This design comes from an exercise in tuning for small area, a short achievable clock period and few clock cycles on the open sky130 flow, not from production work. The RTL was checked by simulation tests, not by an equivalence proof against the original design.

$ cat flow/config.mk
export PLATFORM = sky130hd
export DESIGN_NAME = mdu_top
export DESIGN_NICKNAME = mdu_top
export VERILOG_FILES = /design/flow/design.v
export SDC_FILE = /design/flow/constraint.sdc
export NUM_CORES = 4
export LEC_CHECK = 0
export CAP_MARGIN = 20
export CORE_MARGIN = 2
export CORE_UTILIZATION = 40
export PLACE_DENSITY = 0.6
export SETUP_SLACK_MARGIN = 0.8
export SLEW_MARGIN = 20
$ cat flow/constraint.sdc
create_clock -name core_clock -period 7.0 [get_ports {clk}]
set_input_delay 1.4000 -clock core_clock [delete_from_list [all_inputs] [get_ports {clk}]]
set_output_delay 1.4000 -clock core_clock [all_outputs]
set_load 0.01 [all_outputs]
$ cat flow/design.v
module mdu_top(
    input           clk,
    input           rst_n,
    input           in_valid,
    input           in_div,
    input  [1:0]    in_signed,
    input  [63:0]   a,
    input  [63:0]   b,
    output          in_ready,
    output          out_valid,
    output [63:0]   out_hi,
    output [63:0]   out_lo
);
    reg         busy;
    reg         ov;
    reg         isdiv;
    reg         swap;       
    reg         rneg;       
    reg         dsub;       
    reg         qneg;       
    reg [4:0]   cnt;
    reg         align;      
    reg [63:0]  H;
    reg [6:0]   TZ;         
    reg [63:0]  L;
    reg [65:0]  X;
    reg [11:0]  DG;         
    reg [1:0]   KR;         
    assign in_ready  = !busy;
    assign out_valid = ov;
    wire start = in_valid && !busy;
    wire        sa = in_signed[1] & a[63];
    wire        sb = (in_div ? in_signed[1] : in_signed[0]) & b[63];
    wire [6:0]  bla, blb;      
    lzc64 u_lza(.x(a ^ {64{sa}}), .bl(bla));
    lzc64 u_lzb(.x(b ^ {64{sb}}), .bl(blb));
    wire [63:0] am = a ^ {64{sa}};
    wire [63:0] bm = b ^ {64{sb}};
    wire [8:0]  ta, tb;
    assign ta[0] = 1'b1;
    assign tb[0] = 1'b1;
    genvar gg;
    generate
        for (gg = 1; gg <= 8; gg = gg + 1) begin : therm
            assign ta[gg] = |am[63:8*gg-1];
            assign tb[gg] = |bm[63:8*gg-1];
        end
    endgenerate
    wire [8:0]  oha = ta & ~{1'b0, ta[8:1]};
    wire [8:0]  ohb = tb & ~{1'b0, tb[8:1]};
    wire        swap_n = |(tb & ~ta);
    wire [72:0] ax     = {{8{sa}}, a, 1'b0};
    wire [72:0] bx     = {{8{sb}}, b, 1'b0};
    reg  [8:0]  ga0, gb0;
    reg  [3:0]  gna, gnb;
    integer k;
    always @(*) begin
        ga0 = 9'd0; gb0 = 9'd0; gna = 4'd0; gnb = 4'd0;
        for (k = 0; k <= 8; k = k + 1) begin
            ga0 = ga0 | ({9{oha[k]}} & ax[8*k +: 9]);
            gb0 = gb0 | ({9{ohb[k]}} & bx[8*k +: 9]);
            gna = gna | ({4{oha[k]}} & k[3:0]);
            gnb = gnb | ({4{ohb[k]}} & k[3:0]);
        end
    end
    wire [72:0] mx     = swap ? ax : bx;
    wire [8:0]  gi     = mx[{cnt[3:0] - 4'd1, 3'b000} +: 9];
    wire [3:0]  g0     = swap_n ? gna : gnb;
    wire [8:0]  grp    = start ? (swap_n ? ga0 : gb0) : gi;
    reg  [11:0] dg_next;
    integer n;
    always @(*) begin
        for (n = 0; n < 4; n = n + 1) begin : enc
            reg y1, y0, ym;
            y1 = grp[2*n+2]; y0 = grp[2*n+1]; ym = grp[2*n];
            dg_next[n]     = y0 ^ ym;
            dg_next[4+n]   = (y1 & ~y0 & ~ym) | (~y1 & y0 & ym);
            dg_next[8+n]   = y1 & ~(y0 & ym);
        end
    end
    wire [65:0] xe = X;
    reg  [73:0] rows [0:3];
    reg  [3:0]  negs;
    integer m;
    always @(*) begin
        for (m = 0; m < 4; m = m + 1) begin : booth
            reg one, two, ng;
            reg [65:0] pp;
            one = DG[m]; two = DG[4+m]; ng = DG[8+m];
            pp  = ({66{one}} & xe) | ({66{two}} & {xe[64:0], 1'b0});
            pp  = pp ^ {66{ng}};
            negs[m] = ng;
            rows[m] = {8'b0, ~pp[65], pp[64:0]} << (2*m);
        end
    end
    localparam [73:0] CB = (74'd1 << 65) + (74'd1 << 67) + (74'd1 << 69) + (74'd1 << 71);
    localparam [73:0] CK = ~CB + 74'd1;
    wire [73:0] accw = {2'b0, L, 8'b0} | {67'b0, negs[3], 1'b0, negs[2], 1'b0, negs[1], 1'b0, negs[0]};
    function [147:0] csa(input [73:0] x, input [73:0] y, input [73:0] z);
        csa = {x ^ y ^ z, ((x & y) | (x & z) | (y & z)) << 1};
    endfunction
    wire [73:0] s1, c1, s2, c2, s3, c3, s4, c4;
    assign {s1, c1} = csa(accw, rows[0], rows[1]);
    assign {s2, c2} = csa(rows[2], rows[3], CK);
    assign {s3, c3} = csa(s1, c1, s2);
    assign {s4, c4} = csa(s3, c3, c2);
    wire [73:0] V = s4 + c4;
    wire [63:0] hk = H + {{54{KR[1]}}, KR, 8'b0} + {63'b0, isdiv & rneg};
    wire [55:0] up = {hk[55:8], H[7:0]};
    wire pa, pb;
    onehot64 u_pa(.v(a ^ {a[62:0], 1'b0}), .oh(pa));
    onehot64 u_pb(.v(b ^ {b[62:0], 1'b0}), .oh(pb));
    wire [6:0] la = bla + {6'b0, sa & pa};
    wire [6:0] lb = blb + {6'b0, sb & pb};
    wire       qz = la < lb;
    wire       q2 = (la <= lb + 7'd1);
    wire       bz = (b == 64'd0);
    wire [6:0] sdiff = la - lb;
    wire [4:0] dcnt = cnt;
    wire [65:0] Xs = (X << {dcnt, 1'b0}) | ({66{dsub}} & ~({66{1'b1}} << {dcnt, 1'b0}));
    wire [63:0] R   = H;
    wire [66:0] r0  = {{3{rneg}}, R};
    wire [66:0] xa  = {X[65], X};
    wire [66:0] xb  = {{2{X[65]}}, X[65:1]};
    wire [66:0] t1  = r0 + xa + {66'b0, dsub};
    wire [66:0] t2b = r0 + xb + {66'b0, dsub};
    wire [66:0] cs_s = r0 ^ xa ^ xb;
    wire [66:0] cs_c = {(r0[65:0] & xa[65:0]) | (r0[65:0] & xb[65:0]) | (xa[65:0] & xb[65:0]), dsub};
    wire [66:0] t2a = cs_s + cs_c + {66'b0, dsub};
    wire ok1  = t1[66]  ^ ~rneg;
    wire ok2a = t2a[66] ^ ~rneg;
    wire ok2b = t2b[66] ^ ~rneg;
    wire ok2  = ok1 ? ok2a : ok2b;
    always @(posedge clk) begin
        if (!rst_n) begin
            busy <= 1'b0;
            ov   <= 1'b0;
        end else if (start) begin
            busy <= 1'b1;
            ov   <= in_div & (bz | qz);
        end else if (ov) begin
            busy <= 1'b0;
            ov   <= 1'b0;
        end else if (busy) begin
            ov   <= (cnt == 5'd0) & ~align;
        end
    end
    always @(posedge clk) begin
        if (start) begin
            isdiv <= in_div;
            swap  <= swap_n;
            rneg  <= sa;
            dsub  <= ~(sa ^ sb);
            qneg  <= in_div & (sa ^ sb) & ~bz & ~qz;
        end
    end
    always @(posedge clk) begin
        DG <= dg_next;
        if (start) begin
            if (in_div) begin
                H   <= a - {63'b0, sa};
                KR  <= 2'b00;
                TZ  <= 7'd64;
                L   <= bz ? (sa ? 64'd1 : {64{1'b1}}) : 64'd0;
                X   <= {sb, b, 1'b0} ^ {66{~(sa ^ sb)}};
                align <= ~(bz | q2);
                cnt   <= sdiff[5:1];
            end else begin
                H   <= 64'd0;
                KR  <= 2'b00;
                L   <= 64'd0;
                X   <= swap_n ? {{2{sb}}, b} : {{2{sa}}, a};
                align <= 1'b0;
                cnt <= {1'b0, g0};
            end
        end else if (align) begin
            align <= 1'b0;
            X     <= Xs;
        end else begin
            cnt <= cnt - 5'd1;
            if (isdiv) begin
                H  <= ok2 ? (ok1 ? t2a[63:0] : t2b[63:0]) : (ok1 ? t1[63:0] : R);
                KR <= 2'b00;
                L  <= {L[61:0], ok1, ok2};
                TZ <= ok2 ? 7'd0 : ok1 ? 7'd1 : (TZ[6] ? TZ : TZ + 7'd2);
                X <= {{2{X[65]}}, X[65:2]};
            end else begin
                H  <= {up, V[71:64]};
                KR <= V[73:72];
                L <= V[63:0];
            end
        end
    end
    wire [63:0] above = ({64{1'b1}} << TZ[5:0]) << 1;
    assign out_hi = hk;
    assign out_lo = L ^ ({64{qneg & ~TZ[6]}} & above);
endmodule
module lzc64(input [63:0] x, output [6:0] bl);
    wire [31:0] v1; wire [31:0] c1;
    wire [15:0] v2; wire [31:0] c2;
    wire [7:0]  v3; wire [23:0] c3;
    wire [3:0]  v4; wire [15:0] c4;
    wire [1:0]  v5; wire [9:0]  c5;
    wire        v6; wire [5:0]  c6;
    genvar i;
    generate
        for (i = 0; i < 32; i = i + 1) begin : l1
            assign v1[i] = x[2*i+1] | x[2*i];
            assign c1[i] = x[2*i+1];
        end
        for (i = 0; i < 16; i = i + 1) begin : l2
            assign v2[i] = v1[2*i+1] | v1[2*i];
            assign c2[2*i +: 2] = v1[2*i+1] ? {1'b1, c1[2*i+1]} : {1'b0, c1[2*i]};
        end
        for (i = 0; i < 8; i = i + 1) begin : l3
            assign v3[i] = v2[2*i+1] | v2[2*i];
            assign c3[3*i +: 3] = v2[2*i+1] ? {1'b1, c2[2*(2*i+1) +: 2]} : {1'b0, c2[2*(2*i) +: 2]};
        end
        for (i = 0; i < 4; i = i + 1) begin : l4
            assign v4[i] = v3[2*i+1] | v3[2*i];
            assign c4[4*i +: 4] = v3[2*i+1] ? {1'b1, c3[3*(2*i+1) +: 3]} : {1'b0, c3[3*(2*i) +: 3]};
        end
        for (i = 0; i < 2; i = i + 1) begin : l5
            assign v5[i] = v4[2*i+1] | v4[2*i];
            assign c5[5*i +: 5] = v4[2*i+1] ? {1'b1, c4[4*(2*i+1) +: 4]} : {1'b0, c4[4*(2*i) +: 4]};
        end
    endgenerate
    assign v6 = v5[1] | v5[0];
    assign c6 = v5[1] ? {1'b1, c5[9:5]} : {1'b0, c5[4:0]};
    assign bl = v6 ? ({1'b0, c6} + 7'd1) : 7'd0;
endmodule
module onehot64(input [63:0] v, output oh);
    wire [31:0] a1, m1; wire [15:0] a2, m2; wire [7:0] a3, m3;
    wire [3:0] a4, m4; wire [1:0] a5, m5;
    genvar i;
    generate
        for (i = 0; i < 32; i = i + 1) begin : l1
            assign a1[i] = v[2*i] | v[2*i+1];
            assign m1[i] = v[2*i] & v[2*i+1];
        end
        for (i = 0; i < 16; i = i + 1) begin : l2
            assign a2[i] = a1[2*i] | a1[2*i+1];
            assign m2[i] = m1[2*i] | m1[2*i+1] | (a1[2*i] & a1[2*i+1]);
        end
        for (i = 0; i < 8; i = i + 1) begin : l3
            assign a3[i] = a2[2*i] | a2[2*i+1];
            assign m3[i] = m2[2*i] | m2[2*i+1] | (a2[2*i] & a2[2*i+1]);
        end
        for (i = 0; i < 4; i = i + 1) begin : l4
            assign a4[i] = a3[2*i] | a3[2*i+1];
            assign m4[i] = m3[2*i] | m3[2*i+1] | (a3[2*i] & a3[2*i+1]);
        end
        for (i = 0; i < 2; i = i + 1) begin : l5
            assign a5[i] = a4[2*i] | a4[2*i+1];
            assign m5[i] = m4[2*i] | m4[2*i+1] | (a4[2*i] & a4[2*i+1]);
        end
    endgenerate
    assign oh = (a5[0] | a5[1]) & ~(m5[0] | m5[1] | (a5[0] & a5[1]));
endmodule
$ cat flow/run.sh
#!/bin/bash
# synth_recipe.tcl (not shown) runs the flow's synth.tcl, then flattens the netlist and writes it again
# the make line also repeats each setting of config.mk as NAME=value (left out here)
make -C /OpenROAD-flow-scripts/flow DESIGN_CONFIG=/design/flow/config.mk WORK_HOME=/design/flow/orfs CLKGATE_MAP_FILE= SYNTH_SCRIPT=/design/flow/synth_recipe.tcl finish
==> results of run 1 <==
-- cells in the final DEF, fill, tap and decap left out, drive strengths merged, types with 51 or more instances in the layout --
master	netlist	layout
mux2i	190	190
a211oi	88	88
mux4	62	62
nor2	512	512
nor2b	57	57
fa	261	261
ha	530	530
a22oi	317	317
xor2	177	177
inv	627	630
o211ai	156	156
xnor2	624	624
nor3	111	111
buf	115	789
nand3	154	154
a21oi	632	632
o21ai	504	504
o21bai	65	65
a21o	201	201
edfxtp	211	211
a31oi	71	71
clkdlybuf4s50	0	233
and3	59	59
and2	51	51
nand4	103	103
nand2	551	551
nor4	66	66
-- worst max-delay path, delay by kind of cell, from the launching register on --
| kind | cells | cell delay (ns) |
|---|---|---|
| AO/OA/AOI/OAI | 10 | 1.87 |
| adder cells (fa/ha/maj) | 4 | 1.75 |
| buffers and inverters | 8 | 1.19 |
| flip-flops | 1 | 0.41 |
| AND/OR/NAND/NOR | 2 | 0.39 |
| XOR/XNOR | 2 | 0.31 |
-- sequential cells by signal, summed over array words and instances, names as in the netlist --
signal	count
X	66
H	64
L	64
DG	12
TZ	7
cnt	5
KR	2
align	1
busy	1
dsub	1
isdiv	1
ov	1
qneg	1
rneg	1
swap	1
-- cell families after synthesis --
kind of cell | after synthesis
xor gates and xnor gates | 801
buffers and inverters | 1210
DFF | 228
adders and majority gates | 792
AOI/OAI and AO/OA | 2535
muxes | 279
and+or+nand+nor | 1831
-- cell usage after synthesis, types with 57 or more instances --
cell type / count
nor4_1: 65
a31oi_1: 71
nand4_1: 103
ha_1: 530
xnor2_1: 624
nand2_1: 551
o211ai_1: 156
mux2i_1: 190
o21ai_0: 462
o21bai_1: 64
nor2_1: 512
a21oi_1: 632
nand3_1: 154
nor3_1: 111
mux4_2: 62
and3_1: 59
a211oi_1: 88
buf_1: 78
a21o_1: 201
a22oi_1: 314
nor2b_1: 57
fa_1: 261
edfxtp_1: 211
clkbuf_1: 465
xor2_1: 177
inv_1: 625
-- layout make-up --
class / count / area (um^2)
timing repair buffer: 1049 / 9133
sequential: 228 / 6729
antenna: 6 / 15.01
inverter: 630 / 2365
fill: 14690 / 76000
multi-input combinational: 6239 / 49290
tap: 1930 / 2415
clock buffer: 43 / 947.2
clock inverter: 20 / 241.5
-- per-layer routing --
metal  share of wire [%]  vias up
met5               0.035        -
met4                 6.9       16
met3                  11      749
met2                  42     3751
met1                  41    31830
li1                    -    29010
-- timing repair --
action                     in CTS  in global routing
setup endpoints to repair      90                163
setup buffers                  64                 60
cloned                          0                  1
hold buffers                    0                  0
hold endpoints to repair        0                  0
gates resized for setup       104                276
pin swaps                      28                 99
-- worst min path at each step --
stage | slack, ns | to | startpoint
final | 0.58 | busy | busy
after global routing | 0.59 | busy | busy
after CTS | 0.58 | busy | busy
after detailed placement | 0.57 | busy | busy
after global placement | 0.55 | busy | busy
after floorplan | 0.46 | KR[0] | KR[0]
==> results.sh, run 1 <==
export IMPL_design_core_area_um2=147100
export IMPL_layout_setup_ws_ns=0.7740
export IMPL_synth_main_ff_cell="edfxtp_1"
export IMPL_crit_top_cell="buf_4"
export IMPL_cts_sinks=228
export IMPL_holdPathStages=2
export IMPL_syn_cell_area_um2=59070
export IMPL_grt_use_met3_pct=8.463
export IMPL_synth_seq_cells=228
export IMPL_io_buffers=263
export IMPL_critical_path_required_ns=7.34
export IMPL_rsz0062_at_grt="true"
export IMPL_hold_viol=0
export IMPL_path_class="flip-flop to flip-flop"
export IMPL_die_area_um2=150800
export IMPL_placed_area_um2=67140
export IMPL_timing_fmax_mhz=160.6
export IMPL_grtUsageMet2_pct=56.10
export IMPL_grt_pass1_wl_um=426200
export IMPL_r2r_start="DG[1]"
export IMPL_worstMarginPinSlew_ns=1.177
export IMPL_post_route_min_period_ns=6.226
export IMPL_start_util_pct=40.15
export IMPL_drv_slew=0
export IMPL_drt_initial_drc_count=7830
export IMPL_vias_per_cell=6.441
export IMPL_cp_endpoint="H[5]"
export IMPL_area_growth_syn_to_layout_pct=20.42
export IMPL_clkLatencyLatePin_ns=0.64
export IMPL_grt_ovfl_total=0
export IMPL_grt_busiest_layer="met2"
export IMPL_ys_warn_count=2
export IMPL_min_period_over_period_pct=88.94
export IMPL_status="finished clean"
export IMPL_ys_types=93
export IMPL_detail_route_antenna_nets=0
export IMPL_synthCells=7676
export IMPL_cts_buffer_depth=3
export IMPL_fin_skew_ns=0.04112
export IMPL_cpPeakStageDelay_ns=0.57
export IMPL_post_route_util_pct=48.35
export IMPL_holdCritPathClass="flip-flop to flip-flop"
export IMPL_end_kind="flip-flop"
export IMPL_synthMuxAreaShare_pct=6.098
export IMPL_r2r_end="H[5]"
export IMPL_drc_errors=0
export IMPL_antenna_found_initial=22
export IMPL_die_x_um=388.3
export IMPL_first_global_vias=61720
export IMPL_synth_top_area_cell="ha_1"
export IMPL_cts_clk_slew_worst_paths_ns=0.06
export IMPL_routabilityCongestion=1.072
export IMPL_numCtsBuffers=36
export IMPL_r2r_cells=26
export IMPL_met1_usage_pct=50.93
export IMPL_synth_top_area_share_pct=11.23
export IMPL_grtUsageTotal_pct=37.95
export IMPL_num_rows=141
export IMPL_cpMaxStageDelayCell="fa_2"
export IMPL_instances_no_fill=10150
export IMPL_slew_headroom_pct=21.00
export IMPL_holdWs_ns=0.5786
export IMPL_wl_per_cell_um=29.48
export IMPL_synth_top_family_by_area="compound AO/OA/AOI/OAI gates"
export IMPL_via_count=65350
export IMPL_fin_nets=9109
export IMPL_pre_cts_ws_ns=-0.1604
export IMPL_async_flop_share_pct=0
export IMPL_start_kind="flip-flop"
export IMPL_setup_viol=0
export IMPL_cts_max_level=2
export IMPL_synth_xor_area_share_pct=11.88
export IMPL_dp_hpwl_um=242800
export IMPL_design_area_um2=71130
export IMPL_drt_total_wl_um=299100
export IMPL_ys_seq_area_share_pct=11.30
export IMPL_reg2reg_slack_ns=0.77
export IMPL_synth_edf_count=211
export IMPL_cp_max_fo=6
export IMPL_grt_max_degree=104
export IMPL_final_setup_tns_ns=0
export IMPL_synthAdderAreaFrac_pct=20.09
export IMPL_syn_nets=8601
export IMPL_pin_count=264
export IMPL_synthTopCellsByArea="ha_1 (11%), edfxtp_1 (11%), xnor2_1 (9.3%)"
export IMPL_dr_pass1_iters=10
export IMPL_die_y_um=388.3
export IMPL_cts_tree="yes"
export IMPL_drive_above_1_share_pct=14.97
export IMPL_root_buffer="clkbuf_16"
export IMPL_dpl_cell_count=9950
export IMPL_synth_avg_cell_area_um2=7.696
export IMPL_max_cap_violations=0
export IMPL_crit_start="DG[1]"
export IMPL_synth_compound_area_share_pct=28.14
export IMPL_synthSimpleGateAreaFrac_pct=14.62
export IMPL_cp_arrival_ns=6.57
Testbench counts, summed over its fixed seeds: cycles 35,761.
==> inputs of run 2 (changes only) <==
--- a/flow/config.mk
+++ b/flow/config.mk
@@ -7,7 +7,7 @@
 export LEC_CHECK = 0
 export CAP_MARGIN = 20
 export CORE_MARGIN = 2
-export CORE_UTILIZATION = 40
-export PLACE_DENSITY = 0.6
-export SETUP_SLACK_MARGIN = 0.8
+export CORE_UTILIZATION = 48
+export PLACE_DENSITY = 0.65
+export SETUP_SLACK_MARGIN = 0.7
 export SLEW_MARGIN = 20
==> results.sh, run 2 <==
export IMPL_rsz0062_at_grt="true"
export IMPL_layout_setup_ws_ns=0.6629
export IMPL_pre_cts_ws_ns=-0.1142
export IMPL_dp_hpwl_um=233600
export IMPL_design_core_area_um2=121900
export IMPL_drive_above_1_share_pct=13.06
export IMPL_wl_met2_um=118500
export IMPL_final_common_cell="a21oi_1"
export IMPL_fin_skew_ns=0.02323
export IMPL_grt_ovfl_total=0
export IMPL_grt_max_degree=104
export IMPL_cts_buffer_depth=3
export IMPL_cp_max_fo=5
export IMPL_path_class="flip-flop to flip-flop"
export IMPL_reg_top3="X x66, H x64, L x64"
export IMPL_synthCells=7676
export IMPL_fin_nets=8994
export IMPL_min_period_over_period_pct=90.53
export IMPL_async_flop_share_pct=0
export IMPL_cp_arrival_ns=6.67
export IMPL_drt_met1_wl_um=113400
export IMPL_numCtsBuffers=34
export IMPL_holdPathStages=2
export IMPL_holdCritPathClass="flip-flop to flip-flop"
export IMPL_crit_top_cell="buf_6"
export IMPL_cts_sinks=228
export IMPL_area_growth_syn_to_layout_pct=17.75
export IMPL_cts_clk_slew_worst_paths_ns=0.06
export IMPL_end_kind="flip-flop"
export IMPL_slew_headroom_pct=22.09
export IMPL_most_common_layout_cells="a21oi_1 (618), inv_1 (615), buf_4 (610)"
export IMPL_synth_top_area_cell="ha_1"
export IMPL_cpPeakStageDelay_ns=0.58
export IMPL_routabilityCongestion=1.099
export IMPL_largest_reg_flops=66
export IMPL_hold_viol=0
export IMPL_fillers=11480
export IMPL_synth_top_area_share_pct=11.23
export IMPL_synth_most_common_cell="a21oi_1"
export IMPL_dpl_cell_count=9584
export IMPL_wl_per_cell_um=29.65
export IMPL_ys_seq_area_share_pct=11.30
export IMPL_grtUsageTotal_pct=43.96
export IMPL_r2r_cells=27
export IMPL_max_flop_register="X"
export IMPL_holdWs_ns=0.5846
export IMPL_synth_main_ff_cell="edfxtp_1"
export IMPL_post_route_min_period_ns=6.337
export IMPL_dr_max_layer_used="met5"
export IMPL_timing_fmax_mhz=157.8
export IMPL_syn_cell_area_um2=59070
export IMPL_instances_no_fill=9732
export IMPL_grt_pass1_wl_um=411800
export IMPL_first_global_vias=60940
export IMPL_vias_per_cell=6.714
export IMPL_die_area_um2=125900
export IMPL_cts_max_level=2
export IMPL_detail_route_antenna_nets=0
export IMPL_die_y_um=354.8
export IMPL_synth_edf_count=211
export IMPL_die_x_um=354.8
export IMPL_synth_avg_cell_area_um2=7.696
export IMPL_syn_nets=8601
export IMPL_max_cap_violations=0
export IMPL_clkLatencyLatePin_ns=0.62
export IMPL_synthTopCellsByArea="ha_1 (11%), edfxtp_1 (11%), xnor2_1 (9.3%)"
export IMPL_drt_total_wl_um=288500
export IMPL_ys_warn_count=2
export IMPL_cpMaxStageDelayCell="fa_1"
export IMPL_start_util_pct=48.47
export IMPL_cts_tree="yes"
export IMPL_synthTopCellsByCount="a21oi_1 (632), inv_1 (625), xnor2_1 (624), nand2_1 (551), ha_1 (530)"
export IMPL_status="finished clean"
export IMPL_cts_hold_buf=0
export IMPL_dr_pass1_iters=7
export IMPL_drv_slew=0
export IMPL_ys_types=93
export IMPL_antenna_found_initial=15
export IMPL_start_kind="flip-flop"
export IMPL_setup_viol=0
export IMPL_worstMarginPinSlew_ns=1.169
export IMPL_pin_count=264
export IMPL_io_buffers=263
export IMPL_via_count=65340
export IMPL_critical_path_required_ns=7.34
export IMPL_dr_wl_met3_um=36380
export IMPL_num_rows=128
export IMPL_root_buffer="clkbuf_16"
export IMPL_drt_initial_drc_count=9169
export IMPL_synth_seq_cells=228
export IMPL_drc_errors=0
==> run 2: area by class of cell <==
cell class / count / area (um^2) / share of cell area (%)
antenna: 13 / 32.53 / 0.04677
clock buffer: 38 / 875.8 / 1.259
inverter: 630 / 2365 / 3.400
multi-input combinational: 6238 / 48870 / 70.26
tap: 1625 / 2033 / 2.923
timing repair buffer: 937 / 8339 / 11.99
sequential: 228 / 6724 / 9.667
clock inverter: 23 / 316.6 / 0.4551
==> run 2: path summary, 6_finish.rpt <==
check              end  slack (ns)   from
hold reg to reg   busy        0.58   busy
setup / recovery  H[5]        0.66  X[19]
hold / removal    busy        0.58   busy
setup reg to reg  H[5]        0.66  X[19]
==> run 2: critical path, delay by kind of cell (launching register included) <==
kind	cells	cell delay, ns
AOI/OAI and AO/OA	10	1.73
xor gates and xnor gates	2	0.32
adders and majority gates	4	1.77
buffers and inverters	9	1.30
DFF	1	0.52
and+or+nand+nor	2	0.37
==> run 2: what timing repair did <==
item,4_1_cts,5_1_grt
resized for setup,59,210
setup buffers,42,31
pin swaps,17,67
setup endpoints to repair,78,127
==> run 2: per-layer routing <==
layer / global-route usage [%] / vias up
met5: 0 / -
met4: 25.03 / 2
met3: 13.42 / 778
met2: 64.29 / 4213
met1: 57.32 / 31570
li1: - / 28780
==> run 2: metrics by stage <==
| step | cell area, um^2 | util (%) | TNS, ns |
|---|---|---|---|
| after floorplan | 59080 | - | 0 |
| after global placement | 66410 | 54.49 | -0.9393 |
| after detailed placement | 66410 | 54.49 | -0.3191 |
| after CTS | 68290 | 56.03 | 0 |
| after global routing | 69530 | 57.05 | 0 |
| final | 69560 | 57.07 | 0 |
==> run 2: logic make-up after synthesis <==
| kind of cell | synth area share [%] |
|---|---|
| and+or+nand+nor | 14.62 |
| adders and majority gates | 20.09 |
| xor gates and xnor gates | 11.88 |
| buffers and inverters | 7.881 |
| DFF | 11.30 |
| muxes | 6.098 |
| AOI/OAI and AO/OA | 28.14 |

## re-timing with driven ports
Ports are ideal in the flow. The routed layouts listed here were re-timed in OpenROAD.
Step 1 sets driving cells, clkbuf_16 on the clock port and buf_2 on the other inputs (assumed; they add their load-dependent delay and slew).
Step 2, shift: input delay + t, output delay - t, t = (earliest + latest rising clock arrival at the registers) / 2. This alone moves slack from input paths to output paths.
a / b / c = ideal ports / drivers / drivers and shift; a / b = the first two.
| run | t (ns) | setup slack, ns | worst hold slack (ns) | slew at the worst register clock pin (ns) | worst slew at a driven data input, ns |
|---|---|---|---|---|---|
| run 1 | 0.697 | 0.774 / 0.773 / 0.186 | 0.579 / 0.579 / 0.579 | 0.07 / 0.07 | 0.12 |
| run 2 | 0.687 | 0.663 / 0.621 / 0.161 | 0.585 / 0.585 / 0.585 | 0.07 / 0.07 | 0.17 |
After both steps every run listed still meets setup and hold. For run 1, which loses most, drivers alone change the setup slack by -0.001 ns; drivers and shift together by -0.588 ns.
